This is an optimization exercise on Yosys and OpenROAD, whose aim is small area, not a production implementation.
Only simulation tests tie the RTL to the original design; equivalence was not proved.
Power is estimated from default activity; no workload was simulated.

// health_monitor
module health_monitor(
    input  logic        clk,
    input  logic        rst,
    input  logic [11:0] adc_data,    
    output logic [15:0] led,         
    output logic        pulse,       
    output logic [6:0]  segs_n,
    output logic [7:0]  anode_n,
    output logic        dp_n
    );
Size: roughly 450 cells after synthesis, about 47 I/O pins, about 4300 um^2 of cells after synthesis.
export LEC_CHECK = 0
export CAP_MARGIN = 20
export CORE_MARGIN = 2
export CORE_UTILIZATION = 40
export SLEW_MARGIN = 20
create_clock -name core_clock -period 20.0 [get_ports {clk}]
run.sh (not shown) runs the stock make flow with config.mk's settings and CLKGATE_MAP_FILE= SYNTH_SCRIPT=/design/flow/synth_recipe.tcl, a recipe that flattens the netlist after the stock synthesis.
The starting point finished with timing, DRC and antenna clean.
Edit:
==> flow/flow/run.sh (new file) <==
#!/bin/bash
# Own layout flow.
#  1. the standard synthesis (standard.sh synth), unchanged.
#  2. The combinational logic between the standard synthesis's registers is
#     re-mapped for area with ABC (reopt.ys / reopt.abc).  Registers (their
#     instance names and cell types), full adders and tie cells are kept as
#     they are; only the gates between them are rebuilt.
#  3. The standard ORFS layout from floorplan to finish on that netlist, with
#     every port still buffered (by buf_1) and a clock tree built without
#     dummy loads.
# Each tool's output goes to a log_*.log file in the work folder.
set -euo pipefail
W=$(pwd)
R=$W/orfs/results/$FLOW_PLATFORM/health_monitor/base
YOSYS=${YOSYS_EXE:-$FLOW_HOME/../tools/install/yosys/bin/yosys}
[[ -x $YOSYS ]] || YOSYS=$(command -v yosys)
LIB=$FLOW_HOME/platforms/$FLOW_PLATFORM/lib/sky130_fd_sc_hd__tt_025C_1v80.lib

bash standard.sh synth > $W/log_1_standard_synth.log 2>&1
cp $R/1_2_yosys.v $W/synth_standard.v

# cells kept as they are: registers, full adders and tie cells
KEEP=$(grep -oE 'sky130_fd_sc_hd__(df|edf|sdf|dl|conb|fa_)[a-z0-9_]*' $W/synth_standard.v | sort -u | tr '\n' ' ')
sed -e "s#@LIB@#$LIB#g" -e "s#@KEEP@#$KEEP#g" -e "s#@IN@#$W/synth_standard.v#g" \
    -e "s#@OUT@#$W/synth_reopt.v#g" -e "s#@ABC@#$W/flow/reopt.abc#g" \
    -e "s#@TOP@#$FLOW_TOP#g" $W/flow/reopt.ys > $W/reopt_run.ys
$YOSYS -s $W/reopt_run.ys > $W/log_2_reopt.log 2>&1
cp $W/synth_reopt.v $R/1_2_yosys.v

bash standard.sh \
  "BUFFER_PORTS_ARGS=-buffer_cell sky130_fd_sc_hd__buf_1" \
  "CTS_ARGS=-sink_clustering_enable -repair_clock_nets -dont_use_dummy_load" \
  finish > $W/log_3_layout.log 2>&1
==> flow/flow/reopt.abc (new file) <==
strash
&get -n
&deepsyn -T 120
&put
dch
map -a
topo
==> flow/flow/reopt.ys (new file) <==
read_liberty -ignore_miss_func @LIB@
setattr -mod -set blackbox 1 @KEEP@
read_verilog @IN@
hierarchy -top @TOP@
flatten
opt_clean -purge
abc -liberty @LIB@ -dont_use sky130_fd_sc_hd__clkinv_1 -dont_use sky130_fd_sc_hd__clkbuf_1 -script @ABC@
opt_clean -purge
splitnets
opt_clean -purge
stat -liberty @LIB@
write_verilog -noattr -noexpr -nohex -nodec @OUT@
==> flow/standard.sh (new file) <==
#!/bin/bash
# synth_recipe.tcl (not shown) runs the flow's synth.tcl, then flattens the netlist and writes it again
# the make line also repeats each setting of config.mk as NAME=value (left out here)
make -C /OpenROAD-flow-scripts/flow DESIGN_CONFIG=/design/flow/config.mk WORK_HOME=/design/flow/orfs CLKGATE_MAP_FILE= SYNTH_SCRIPT=/design/flow/synth_recipe.tcl "${@:-finish}"
removed: flow/run.sh
What happened: The changed run finished with timing, DRC and antenna clean. Sequential cell count does not change. Die area shrinks by 18%. Sequential share of layout area grows by 7.3 points. Setup slack gains 0.24 ns. Clock-buffer cell count is lower by 1. Wire length falls by 10%. Final area went down by 20%. Core utilization falls by 1.7 points. First-iteration DRC count goes down by 19%. Combinational power shrinks by 35%.
Edit:
--- a/flow/flow/run.sh
+++ b/flow/flow/run.sh
@@ -31,3 +31,3 @@
   "BUFFER_PORTS_ARGS=-buffer_cell sky130_fd_sc_hd__buf_1" \
-  "CTS_ARGS=-sink_clustering_enable -repair_clock_nets -dont_use_dummy_load" \
+  "CTS_ARGS=-sink_clustering_enable -repair_clock_nets -dont_use_dummy_load -buf_list sky130_fd_sc_hd__clkbuf_4 -sink_clustering_size 30 -sink_clustering_max_diameter 100" \
   finish > $W/log_3_layout.log 2>&1
--- a/flow/flow/reopt.ys
+++ b/flow/flow/reopt.ys
@@ -10,2 +10,4 @@
 opt_clean -purge
+# nets named after the flattened cells' pins get plain names
+rename -hide w:_*.*
 stat -liberty @LIB@
Utilization goes up by 0.18 points.
Sequential power hardly moves.
Power goes down by 5.6%.
Flip-flop and latch count is unchanged.
Global-route usage goes down by 1.1 points.
Worst setup slack gets better by 0.82 ns.
Edit:
==> flow/run.sh (new file) <==
#!/bin/bash
# synth_recipe.tcl (not shown) runs the flow's synth.tcl, then flattens the netlist and writes it again
# the make line also repeats each setting of config.mk as NAME=value (left out here)
make -C /OpenROAD-flow-scripts/flow DESIGN_CONFIG=/design/flow/config.mk WORK_HOME=/design/flow/orfs CLKGATE_MAP_FILE= SYNTH_SCRIPT=/design/flow/synth_recipe.tcl finish
- ABC_AREA: default -> 1
- CTS_BUF_LIST: default -> sky130_fd_sc_hd__clkbuf_4
removed: flow/flow/run.sh
removed: flow/flow/reopt.abc
removed: flow/flow/reopt.ys
removed: flow/standard.sh
After rerunning:
- maximum frequency fell by 3.3%
- utilization drops by 0.12 points
- via count rises by 17%
- first-iteration DRC count rose by 0.50%
- worst setup slack got worse by 0.39 ns
- area after synthesis increases by 26%

---

health_monitor again, from the RTL that the note above started with.
==> flow/config.mk <==
export PLATFORM = sky130hd
export DESIGN_NAME = health_monitor
export DESIGN_NICKNAME = health_monitor
export VERILOG_FILES = /design/flow/design.v
export SDC_FILE = /design/flow/constraint.sdc
export NUM_CORES = 4
export LEC_CHECK = 0
export CAP_MARGIN = 0
export CORE_MARGIN = 2
export CORE_UTILIZATION = 40
export SLEW_MARGIN = 0
==> flow/constraint.sdc <==
create_clock -name core_clock -period 20.0 [get_ports {clk}]
set_input_delay 4.0000 -clock core_clock [delete_from_list [all_inputs] [get_ports {clk}]]
set_output_delay 4.0000 -clock core_clock [all_outputs]
set_load 0.01 [all_outputs]
standard.sh (not shown) runs the stock make flow with config.mk's settings and CLKGATE_MAP_FILE= SYNTH_SCRIPT=/design/flow/synth_recipe.tcl, a recipe that flattens the netlist after the stock synthesis.
==> flow/flow/run.sh <==
#!/bin/bash
# Own layout flow.
#  1. the standard synthesis (standard.sh synth), unchanged.
#  2. The combinational logic between the standard synthesis's registers is
#     re-mapped for area: faflip.py feeds full adders whose inputs are mostly
#     inverted the uninverted signals (inverting their outputs instead), then
#     ABC (reopt.ys with each flow/reopt_*.abc script) rebuilds the gates between registers, full
#     adders and tie cells, which are kept as they are (instance names and
#     cell types).  Each candidate must pass a combinational equivalence check
#     (cutregs.py, ceq.ys); the smallest is used, else the standard netlist.
#  3. The standard ORFS layout from floorplan to finish on that netlist, with
#     every port still buffered (by buf_1) and a clock tree of clkbuf_4
#     without dummy loads.
# Each tool's output goes to a log_*.log file in the work folder.
set -euo pipefail
W=$(pwd)
R=$W/orfs/results/$FLOW_PLATFORM/health_monitor/base
YOSYS=${YOSYS_EXE:-$FLOW_HOME/../tools/install/yosys/bin/yosys}
[[ -x $YOSYS ]] || YOSYS=$(command -v yosys)
LIB=$FLOW_HOME/platforms/$FLOW_PLATFORM/lib/sky130_fd_sc_hd__tt_025C_1v80.lib

bash standard.sh synth > $W/log_1_standard_synth.log 2>&1
cp $R/1_2_yosys.v $W/synth_standard.v

python3 $W/flow/faflip.py $W/synth_standard.v $W/synth_faflip.v > $W/log_2a_faflip.log 2>&1
# cells kept as they are: registers, full adders and tie cells
# cells the platform marks don't-use (probe and lpflow cells) stay out of the mapping
DONTUSE=$(grep -oE 'cell *\("?sky130_fd_sc_hd__(probe|lpflow)[a-z0-9_]*' $LIB | grep -oE 'sky130_fd_sc_hd__[a-z0-9_]*' | sort -u | sed 's/^/-dont_use /' | tr '\n' ' ')
KEEP=$(grep -oE 'sky130_fd_sc_hd__(df|edf|sdf|dl|conb|fa_)[a-z0-9_]*' $W/synth_faflip.v | sort -u | tr '\n' ' ')
# each ABC script in flow/reopt_*.abc gives a candidate netlist; the smallest
# one that passes the equivalence check is used
python3 $W/flow/cutregs.py $W/synth_standard.v $W/ceq_gold.v $FLOW_TOP
reopt() {
  local v=$1
  sed -e "s#@LIB@#$LIB#g" -e "s#@KEEP@#$KEEP#g" -e "s#@DONTUSE@#$DONTUSE#g" -e "s#@IN@#$W/synth_faflip.v#g" \
      -e "s#@OUT@#$W/synth_reopt_$v.v#g" -e "s#@ABC@#$W/flow/reopt_$v.abc#g" \
      -e "s#@TOP@#$FLOW_TOP#g" $W/flow/reopt.ys > $W/reopt_$v.ys
  $YOSYS -s $W/reopt_$v.ys > $W/log_2b_reopt_$v.log 2>&1 || return 0
  python3 $W/flow/cutregs.py $W/synth_reopt_$v.v $W/ceq_gate_$v.v $FLOW_TOP
  sed -e "s#@LIB@#$LIB#g" -e "s#@GOLD@#$W/ceq_gold.v#g" -e "s#@GATE@#$W/ceq_gate_$v.v#g" \
      -e "s#@TOP@#$FLOW_TOP#g" $W/flow/ceq.ys > $W/ceq_$v.ys
  if $YOSYS -s $W/ceq_$v.ys > $W/log_2c_ceq_$v.log 2>&1; then
    grep -i 'chip area' $W/log_2b_reopt_$v.log | tail -1 | awk -v f=$W/synth_reopt_$v.v '{print $NF, f}' > $W/cand_$v.txt
  fi
}
VARIANTS=$(cd $W/flow && ls reopt_*.abc | sed 's/^reopt_//; s/\.abc$//')
for v in $VARIANTS; do reopt $v & done
wait
USE=$W/synth_standard.v
if ls $W/cand_*.txt > /dev/null 2>&1; then
  USE=$(cat $W/cand_*.txt | sort -g | head -1 | awk '{print $2}')
fi
echo "netlist used: $USE" > $W/log_2d_netlist.log
cp $USE $R/1_2_yosys.v

bash standard.sh \
  "BUFFER_PORTS_ARGS=-buffer_cell sky130_fd_sc_hd__buf_1" \
  "CTS_ARGS=-sink_clustering_enable -repair_clock_nets -dont_use_dummy_load -buf_list sky130_fd_sc_hd__clkbuf_4 -sink_clustering_size 30 -sink_clustering_max_diameter 100" \
  finish > $W/log_3_layout.log 2>&1
Other scripts of this flow, unchanged in this note and not shown: flow/flow/ceq.ys, flow/flow/cutregs.py, flow/flow/faflip.py, flow/flow/reopt.ys, flow/flow/reopt_amap.abc, flow/flow/reopt_amap2.abc, flow/flow/reopt_map.abc
==> next run, changes <==
==> flow/flow/reopt_amap3.abc (new file) <==
strash
&get -n
&deepsyn -S 3 -T 120
&put
dch -f
amap
topo
==> flow/flow/reopt_amap5.abc (new file) <==
strash
&get -n
&deepsyn -S 5 -T 120
&put
dch -f
amap
topo
CORE_UTILIZATION = 65   (was 40)
GPL_TIMING_DRIVEN = 0   (was default)
After rerunning:
- The new run went through all stages and came out clean
- register-to-register slack degrades by 0.04 ns
- final cell count is lower by a few percent
- cell area is lower slightly
- routed wire length is lower by a few percent
- total power is higher slightly
- setup slack degrades by 0.39 ns
==> next run, changes <==
CORE_UTILIZATION = 40   (was 65)
The new run passed the timing, DRC and antenna checks. Final cell count goes up by a little under a tenth. Clock power falls by a few percent. Fmax increases slightly.
==> next run, changes <==
CORE_UTILIZATION = 65   (was 40)
GPL_TIMING_DRIVEN = default   (was 0)
Result: Routed wire length went up by 8.4%. Fmax went up by 0.54%. First-iteration DRC count goes up to 3.2 times its value. Design area falls by 2.2%. Count of clock-buffer cells in the layout stays the same. Core utilization goes up by 30 points.

## separate check: timing with driven ports
How much do the figures lean on ideal ports? The routed layouts below were timed once more, with nothing changed but the port constraints.
Step 1, drivers: a clkbuf_16 drives clk and a buf_2 each remaining input, both assumed.
Step 2 moves the port delays by t, midway between the first and last clock arrival at a register: inputs arrive t later, outputs are due t later. That takes back most of the time a late clock gives input paths.
Slacks: no drivers / after step 1 / after step 2; pairs: no drivers / after step 1.
run | shift t [ns] | setup WS [ns] | worst setup path at the end | latest minus earliest clock arrival (ns) | worst register clock-pin slew, ns
the first run of note 1 | 0.351 | 7.498 / 7.471 / 7.822 | register to output | 0.008 / 0.008 | 0.07 / 0.07
the second run of note 1 | 0.349 | 7.737 / 7.708 / 8.057 | register to output | 0.028 / 0.029 | 0.07 / 0.07
the third run of note 1 | 0.388 | 8.560 / 8.534 / 8.922 | register to output | 0.034 / 0.034 | 0.10 / 0.10
the fourth run of note 1 | 0.408 | 8.167 / 8.139 / 8.547 | register to output | 0.010 / 0.010 | 0.09 / 0.09
the first run of note 2 | 0.380 | 6.985 / 6.959 / 7.338 | register to output | 0.041 / 0.041 | 0.10 / 0.10
the second run of note 2 | 0.410 | 6.591 / 6.565 / 6.976 | register to output | 0.028 / 0.027 | 0.10 / 0.10
the third run of note 2 | 0.378 | 6.712 / 6.691 / 7.069 | register to output | 0.035 / 0.035 | 0.10 / 0.10
the fourth run of note 2 | 0.420 | 6.783 / 6.759 / 7.179 | register to output | 0.028 / 0.028 | 0.10 / 0.10
After both steps every run listed still meets setup and hold.
